This is an optimization exercise on Yosys and OpenROAD, whose aim is small area, a short achievable clock period and few clock cycles, not a production implementation.
In this exercise RTL edits were held to simulation tests only and were not proved equivalent to the original.
Power is estimated from default activity; no workload was simulated.

==> delta: inputs <==
Design auv_top, start of the top module:
module auv_top (
    input   logic           clk, rst_n,
    output  logic   [11:0]  imem_adr,
    input   logic   [31:0]  imem_dat,
    output  logic   [23:0]  wb_adr_o,
    input   logic   [15:0]  wb_dat_i,
    output  logic   [15:0]  wb_dat_o,
    output  logic   [ 1:0]  wb_sel_o,
    output  logic           wb_we_o, wb_stb_o, wb_cyc_o,
    input   logic           wb_ack_i, wb_stall_i
);
    logic [11:0] pcf;            
    logic [11:0] f_adr;          
    logic        started;        
    logic        s_valid;        
    logic [31:2] s_inst;
    logic [21:0] pc_d;           
    logic        pf_fresh;       
    logic        e_valid;
    logic [31:0] e_op1, e_op2;
    logic [31:0] e_x;            
    logic [ 3:0] e_rd;
    logic [ 2:0] e_f3;
    logic        e_wr, e_load, e_ldw, e_store, e_br, e_jal, e_jalr;
    logic        e_sub, e_cmp_u;
  ...
==> flow/config.mk <==
export PLATFORM = sky130hd
export DESIGN_NAME = auv_top
export DESIGN_NICKNAME = auv_top
export VERILOG_FILES = /design/flow/design.v
export SDC_FILE = /design/flow/constraint.sdc
export NUM_CORES = 4
export LEC_CHECK = 0
export CAP_MARGIN = 20
export CORE_MARGIN = 2
export CORE_UTILIZATION = 55
export CTS_BUF_LIST = sky130_fd_sc_hd__clkbuf_4 sky130_fd_sc_hd__clkbuf_8
export PLACE_DENSITY = 0.7
export SLEW_MARGIN = 20
==> flow/constraint.sdc <==
create_clock -name core_clock -period 12.0 [get_ports {clk}]
set_input_delay 2.4000 -clock core_clock [delete_from_list [all_inputs] [get_ports {clk}]]
set_output_delay 2.4000 -clock core_clock [all_outputs]
set_load 0.01 [all_outputs]
standard.sh (not shown) runs the stock make flow with config.mk's settings and CLKGATE_MAP_FILE= SYNTH_SCRIPT=/design/flow/synth_recipe.tcl, a recipe that flattens the netlist after the stock synthesis.
==> flow/flow/run.sh <==
#!/bin/bash
# Layout: the standard flow (standard.sh, unchanged synthesis), with
#  - every input and output port still buffered, by buf_4 cells instead of
#    the slow delay buffers the flow picks by default.
# Constraints are the standard flow's own.
set -euo pipefail
bash standard.sh SETUP_SLACK_MARGIN=8 TNS_END_PERCENT=0 \
    "BUFFER_PORTS_ARGS=-buffer_cell sky130_fd_sc_hd__buf_4" finish > standard.log 2>&1
==> sierra: changes against delta <==
--- a/flow/design.v
+++ b/flow/design.v
@@ -93,16 +93,17 @@
         if (we && wa != 0)
             ram[wa] <= wd;
     assign rd0 = (ra0 == 0) ? 32'h0 : ram[ra0];
     assign rd1 = (ra1 == 0) ? 32'h0 : ram[ra1];
 endmodule
 `timescale 1ns/1ns
 module auv_execute (
     input   logic   [31:0]  op1, op2,
+    input   logic   [ 4:0]  sham,        
     input   logic   [21:0]  pc_next,     
     input   logic           sub, cmp_u,
     input   logic           r_add, r_cmp, r_sh, r_and, r_or, r_xor, r_link,
     input   logic           sh_left, sh_arith, sh_bext,
     input   logic           bitmask, bitinv,
     input   logic   [ 2:0]  funct3,
     output  logic   [31:0]  result,
     output  logic   [31:0]  sum,
@@ -115,18 +116,16 @@
         .cin    ( sub               ),
         .sum    ( sum               ),
         .cout   ( cout              )
     );
     logic ltu, lt, cmp;
     assign ltu = ~cout;
     assign lt = (op1[31] ^ ~op2[31]) ? op1[31] : sum[31];
     assign cmp = cmp_u ? ltu : lt;
-    logic [4:0] sham;
-    assign sham = op2[4:0];
     logic [31:0] mask, lb, lbn;
     assign mask = 32'h1 << sham;
     assign lb = bitmask ? mask : op2;
     assign lbn = bitinv ? ~lb : lb;
     logic [31:0] x_and, x_or, x_xor;
     assign x_and = op1 & lbn;
     assign x_or = op1 | lb;
     assign x_xor = op1 ^ lb;
@@ -207,16 +206,19 @@
     logic [21:0] pc_d;           
     logic        pf_fresh;       
     logic        e_valid;
     logic [31:0] e_op1, e_op2;
     logic [31:0] e_x;            
     logic [ 3:0] e_rd;
     logic [ 2:0] e_f3;
     logic        e_wr, e_load, e_ldw, e_store, e_br, e_jal, e_jalr;
+    logic        e_auipc;        
+    logic        e_skip1;        
+    logic [ 4:0] e_sham;         
     logic        e_sub, e_cmp_u;
     logic        e_r_add, e_r_cmp, e_r_sh, e_r_and, e_r_or, e_r_xor, e_r_link;
     logic        e_sh_left, e_sh_arith, e_sh_bext, e_bitmask, e_bitinv;
     logic        b_stb, b_we, b_word;
     logic [23:1] b_adr;
     logic [ 1:0] b_sel;
     logic [15:0] b_dat, b_hi;
     logic        ack_exp;        
@@ -295,22 +297,40 @@
     );
     auv_add #( .W(12) ) tgt_add_b (
         .a      ( pc_d[11:0]    ),
         .b      ( {{2{d_inst[31]}}, d_inst[7], d_inst[30:25], d_inst[11:9]} ),
         .cin    ( 1'b0          ),
         .sum    ( d_tgt_b       ),
         .cout   (               )
     );
-    assign d_tgt = d_jal ? d_tgt_j : d_tgt_b;
+    logic d_fuse;
+    assign d_fuse = d_jalr & e_valid & e_auipc & e_wr & (e_rd == d_rs1);
+    logic [11:0] e_apc, d_tgt_r;
+    auv_add #( .W(12) ) apc_add (
+        .a      ( e_op1[13:2]   ),
+        .b      ( e_op2[13:2]   ),
+        .cin    ( 1'b0          ),
+        .sum    ( e_apc         ),
+        .cout   (               )
+    );
+    auv_add #( .W(12) ) tgt_add_r (
+        .a      ( e_apc         ),
+        .b      ( {{2{d_inst[31]}}, d_inst[31:22]} ),
+        .cin    ( 1'b0          ),
+        .sum    ( d_tgt_r       ),
+        .cout   (               )
+    );
+    assign d_tgt = d_jal ? d_tgt_j : d_jalr ? d_tgt_r : d_tgt_b;
     logic [31:0] e_result, e_sum;
     logic        e_cond;
     auv_execute alu (
         .op1        ( e_op1         ),
         .op2        ( e_op2         ),
+        .sham       ( e_sham        ),
         .pc_next    ( pc_d          ),
         .sub        ( e_sub         ),
         .cmp_u      ( e_cmp_u       ),
         .r_add      ( e_r_add       ),
         .r_cmp      ( e_r_cmp       ),
         .r_sh       ( e_r_sh        ),
         .r_and      ( e_r_and       ),
         .r_or       ( e_r_or        ),
@@ -412,17 +432,19 @@
                   (ld_pend & ld_wr & ~ld_fin & (ld_rd == d_rs2));
     assign interlock = (d_uses_rs1 & dep1) | (d_uses_rs2 & dep2);
     logic d_go;                  
     assign d_go = d_valid & ~hold_e & ~interlock;
     assign imem_adr = pcf;
     logic lost;                  
     assign lost = f_ok & s_valid & ~d_go;
     logic pf_go;
-    assign pf_go = d_go & (d_jal | (d_br & d_inst[31]));
+    assign pf_go = d_go & (d_jal | (d_br & d_inst[31]) | d_fuse);
+    logic skip_hit;
+    assign skip_hit = e_skip1 & (pcf == pc_d_inc[11:0]);
     logic [11:0] pcf_inc;
     auv_add #( .W(12) ) pcf_add (
         .a      ( pcf       ),
         .b      ( 12'h0     ),
         .cin    ( 1'b1      ),
         .sum    ( pcf_inc   ),
         .cout   (           )
     );
@@ -444,17 +466,17 @@
             started <= 1'b0;
             s_valid <= 1'b0;
             pc_d <= 22'h0;
             pf_fresh <= 1'b0;
         end else begin
             started <= 1'b1;
             pf_fresh <= pf_go & ~redirect;
             if (redirect)
-                pcf <= pf_fresh ? pcf_inc : e_tgt[11:0];
+                pcf <= (pf_fresh | skip_hit) ? pcf_inc : e_tgt[11:0];
             else
                 pcf <= pcf_nr;
             if (redirect)
                 pc_d <= e_tgt;
             else if (d_go)
                 pc_d <= pc_d_inc;
             if (redirect)
                 s_valid <= 1'b0;
@@ -481,23 +503,27 @@
             e_x <= d_x;
             e_rd <= d_rd;
             e_f3 <= d_inst[14:12];
             e_wr <= d_wr;
             e_load <= d_load;
             e_ldw <= d_load & (d_rd != 4'd0);
             e_store <= d_store;
             e_br <= d_br;
+            e_auipc <= d_op1_pc;
+            e_skip1 <= d_br & (d_off == 22'd2);
             e_jal <= d_jal;
             e_jalr <= d_jalr;
             e_sub <= d_sub;
             e_cmp_u <= d_cmp_u;
             e_r_add <= d_r_add;
             e_r_cmp <= d_r_cmp;
             e_r_sh <= d_r_sh;
+            if (d_r_sh | d_bitmask)
+                e_sham <= d_op2[4:0];
             e_r_and <= d_r_and;
             e_r_or <= d_r_or;
             e_r_xor <= d_r_xor;
             e_r_link <= d_r_link;
             e_sh_left <= d_sh_left;
             e_sh_arith <= d_sh_arith;
             e_sh_bext <= d_sh_bext;
             e_bitmask <= d_bitmask;
==> flow/flow/run.sh (replaced) <==
#!/bin/bash
set -euo pipefail
bash standard.sh SETUP_SLACK_MARGIN=8 TNS_END_PERCENT=0 finish > standard.log 2>&1
==> flow/config.mk (replaced) <==
export PLATFORM = sky130hd
export DESIGN_NAME = auv_top
export DESIGN_NICKNAME = auv_top
export VERILOG_FILES = /design/flow/design.v
export SDC_FILE = /design/flow/constraint.sdc
export NUM_CORES = 4
export LEC_CHECK = 0
export CAP_MARGIN = 20
export CORE_MARGIN = 2
export CORE_UTILIZATION = 40
export CTS_BUF_LIST = sky130_fd_sc_hd__clkbuf_4 sky130_fd_sc_hd__clkbuf_8
export SLEW_MARGIN = 20
==> yarrow: changes against delta <==
--- a/flow/design.v
+++ b/flow/design.v
@@ -106,37 +106,37 @@
     input   logic   [ 2:0]  funct3,
     output  logic   [31:0]  result,
     output  logic   [31:0]  sum,
     output  logic           br_cond
 );
     logic cout;
     auv_add #( .W(32) ) adder (
         .a      ( op1               ),
-        .b      ( op2               ),
+        .b      ( op2 ^ {32{sub}}   ),
         .cin    ( sub               ),
         .sum    ( sum               ),
         .cout   ( cout              )
     );
     logic ltu, lt, cmp;
     assign ltu = ~cout;
-    assign lt = (op1[31] ^ ~op2[31]) ? op1[31] : sum[31];
+    assign lt = (op1[31] ^ op2[31]) ? op1[31] : sum[31];
     assign cmp = cmp_u ? ltu : lt;
     logic [4:0] sham;
     assign sham = op2[4:0];
     logic [31:0] mask, lb, lbn;
     assign mask = 32'h1 << sham;
     assign lb = bitmask ? mask : op2;
     assign lbn = bitinv ? ~lb : lb;
     logic [31:0] x_and, x_or, x_xor;
     assign x_and = op1 & lbn;
     assign x_or = op1 | lb;
     assign x_xor = op1 ^ lb;
     logic eq;
-    assign eq = &(op1 ^ op2);
+    assign eq = (op1 == op2);
     assign br_cond = (funct3[2] ? cmp : eq) ^ funct3[0];
     logic [31:0] sh_in, sh_r, sh_out;
     always_comb
         for (int i = 0; i < 32; i++)
             sh_in[i] = sh_left ? op1[31-i] : op1[i];
     assign sh_r = $signed({sh_arith & op1[31], sh_in}) >>> sham;
     always_comb
         for (int i = 0; i < 32; i++)
@@ -203,16 +203,17 @@
     logic [11:0] f_adr;          
     logic        started;        
     logic        s_valid;        
     logic [31:2] s_inst;
     logic [21:0] pc_d;           
     logic        pf_fresh;       
     logic        e_valid;
     logic [31:0] e_op1, e_op2;
+    logic [21:0] e_pc;
     logic [31:0] e_x;            
     logic [ 3:0] e_rd;
     logic [ 2:0] e_f3;
     logic        e_wr, e_load, e_ldw, e_store, e_br, e_jal, e_jalr;
     logic        e_sub, e_cmp_u;
     logic        e_r_add, e_r_cmp, e_r_sh, e_r_and, e_r_or, e_r_xor, e_r_link;
     logic        e_sh_left, e_sh_arith, e_sh_bext, e_bitmask, e_bitinv;
     logic        b_stb, b_we, b_word;
@@ -280,32 +281,23 @@
     logic [3:0] d_rs1, d_rs2, d_rd;
     assign d_rs1 = d_inst[18:15];
     assign d_rs2 = d_inst[23:20];
     assign d_rd = d_inst[10:7];
     logic [21:0] d_off;
     logic [11:0] d_tgt;
     assign d_off = d_jal ? {{4{d_inst[31]}}, d_inst[19:12], d_inst[20], d_inst[30:22]}
                          : {{12{d_inst[31]}}, d_inst[7], d_inst[30:25], d_inst[11:9]};
-    logic [11:0] d_tgt_j, d_tgt_b;
-    auv_add #( .W(12) ) tgt_add_j (
+    auv_add #( .W(12) ) tgt_add (
         .a      ( pc_d[11:0]    ),
-        .b      ( {d_inst[13:12], d_inst[20], d_inst[30:22]} ),
+        .b      ( d_off[11:0]   ),
         .cin    ( 1'b0          ),
-        .sum    ( d_tgt_j       ),
+        .sum    ( d_tgt         ),
         .cout   (               )
     );
-    auv_add #( .W(12) ) tgt_add_b (
-        .a      ( pc_d[11:0]    ),
-        .b      ( {{2{d_inst[31]}}, d_inst[7], d_inst[30:25], d_inst[11:9]} ),
-        .cin    ( 1'b0          ),
-        .sum    ( d_tgt_b       ),
-        .cout   (               )
-    );
-    assign d_tgt = d_jal ? d_tgt_j : d_tgt_b;
     logic [31:0] e_result, e_sum;
     logic        e_cond;
     auv_execute alu (
         .op1        ( e_op1         ),
         .op2        ( e_op2         ),
         .pc_next    ( pc_d          ),
         .sub        ( e_sub         ),
         .cmp_u      ( e_cmp_u       ),
@@ -324,17 +316,17 @@
         .funct3     ( e_f3          ),
         .result     ( e_result      ),
         .sum        ( e_sum         ),
         .br_cond    ( e_cond        )
     );
     logic [21:0] e_tgt;
     logic [21:0] e_btgt;
     auv_add #( .W(22) ) btgt_add (
-        .a      ( pc_d          ),
+        .a      ( e_pc          ),
         .b      ( e_x[21:0]     ),
         .cin    ( 1'b0          ),
         .sum    ( e_btgt        ),
         .cout   (               )
     );
     assign e_tgt = e_jalr ? e_sum[23:2] : e_btgt;
     logic [31:0] ld_data;
     always_comb
@@ -390,26 +382,18 @@
             d_op1 = 32'h0;
         else
             case (d_op1_sh)
                 2'd1: d_op1 = {d_rv1[30:0], 1'b0};
                 2'd2: d_op1 = {d_rv1[29:0], 2'b0};
                 2'd3: d_op1 = {d_rv1[28:0], 3'b0};
                 default: d_op1 = d_rv1;
             endcase
-    assign d_op2 = (d_op2_imm ? d_imm : d_rv2) ^ {32{d_sub}};
-    logic [21:0] d_off_m1;
-    auv_add #( .W(22) ) off_dec (
-        .a      ( d_off         ),
-        .b      ( 22'h3fffff    ),
-        .cin    ( 1'b0          ),
-        .sum    ( d_off_m1      ),
-        .cout   (               )
-    );
-    assign d_x = d_store ? d_rv2 : {10'h0, d_off_m1};
+    assign d_op2 = d_op2_imm ? d_imm : d_rv2;
+    assign d_x = d_store ? d_rv2 : {10'h0, d_off};
     logic dep1, dep2, interlock;
     assign dep1 = (e_valid & e_ldw & (e_rd == d_rs1)) |
                   (ld_pend & ld_wr & ~ld_fin & (ld_rd == d_rs1));
     assign dep2 = (e_valid & e_ldw & (e_rd == d_rs2)) |
                   (ld_pend & ld_wr & ~ld_fin & (ld_rd == d_rs2));
     assign interlock = (d_uses_rs1 & dep1) | (d_uses_rs2 & dep2);
     logic d_go;                  
     assign d_go = d_valid & ~hold_e & ~interlock;
@@ -471,16 +455,17 @@
             s_inst <= imem_dat[31:2];
     always_ff @( posedge clk or negedge rst_n )
         if (~rst_n)
             e_valid <= 1'b0;
         else if (~hold_e)
             e_valid <= d_valid & ~interlock & ~redirect;
     always_ff @( posedge clk )
         if (~hold_e) begin
+            e_pc <= pc_d;
             e_op1 <= d_op1;
             e_op2 <= d_op2;
             e_x <= d_x;
             e_rd <= d_rd;
             e_f3 <= d_inst[14:12];
             e_wr <= d_wr;
             e_load <= d_load;
             e_ldw <= d_load & (d_rd != 4'd0);
==> flow/flow/run.sh (replaced) <==
#!/bin/bash
set -euo pipefail
bash standard.sh SETUP_SLACK_MARGIN=8 TNS_END_PERCENT=0 finish > standard.log 2>&1
==> flow/config.mk (replaced) <==
export PLATFORM = sky130hd
export DESIGN_NAME = auv_top
export DESIGN_NICKNAME = auv_top
export VERILOG_FILES = /design/flow/design.v
export SDC_FILE = /design/flow/constraint.sdc
export NUM_CORES = 4
export LEC_CHECK = 0
export CAP_MARGIN = 20
export CORE_MARGIN = 2
export CORE_UTILIZATION = 40
export SLEW_MARGIN = 20
==> run notes <==
Sequential share of layout area: yarrow is higher than delta (1.7 points).
Of sierra and yarrow, sierra has the higher wire length (gap about 20%, measured against yarrow).
The highest cell count belongs to sierra, the lowest to yarrow.
The lowest combinational power belongs to delta, the highest to sierra.
The lowest synthesized cell count belongs to yarrow, the highest to sierra.
Power: delta < sierra < yarrow.
Testbench counts of delta, summed over its fixed seeds: cycles 133,081.
Testbench counts of sierra, summed over its fixed seeds: cycles 131,426.
Testbench counts of yarrow, summed over its fixed seeds: cycles 133,081.

[port drivers added, routing unchanged]
No port has a modelled driver above. Below, the same layouts with a new extraction and two added sets of constraints. Step 1 assumes that a clkbuf_16 drives the clock port and a buf_2 every other input. Step 2 adds t to the input delays and takes it off the output delays; t is the mean of the earliest and latest rising clock arrival at the registers after step 1. Input paths then give back, and output paths get back, about the clock's delay inside the block. a / b / c = ideal ports / drivers / drivers and shift; a / b = the first two.
| run | t (ns) | setup WS [ns] | slew at the worst register clock pin (ns) |
|---|---|---|---|
| delta | 0.887 | 7.130 / 7.130 / 6.365 | 0.07 / 0.07 |
| sierra | 0.932 | 7.247 / 7.265 / 6.367 | 0.09 / 0.09 |
| yarrow | 0.737 | 6.828 / 6.868 / 6.131 | 0.07 / 0.07 |
After both steps every run listed still meets setup and hold. For sierra, which loses most, drivers alone change the setup slack by +0.018 ns; drivers and shift together by -0.880 ns.
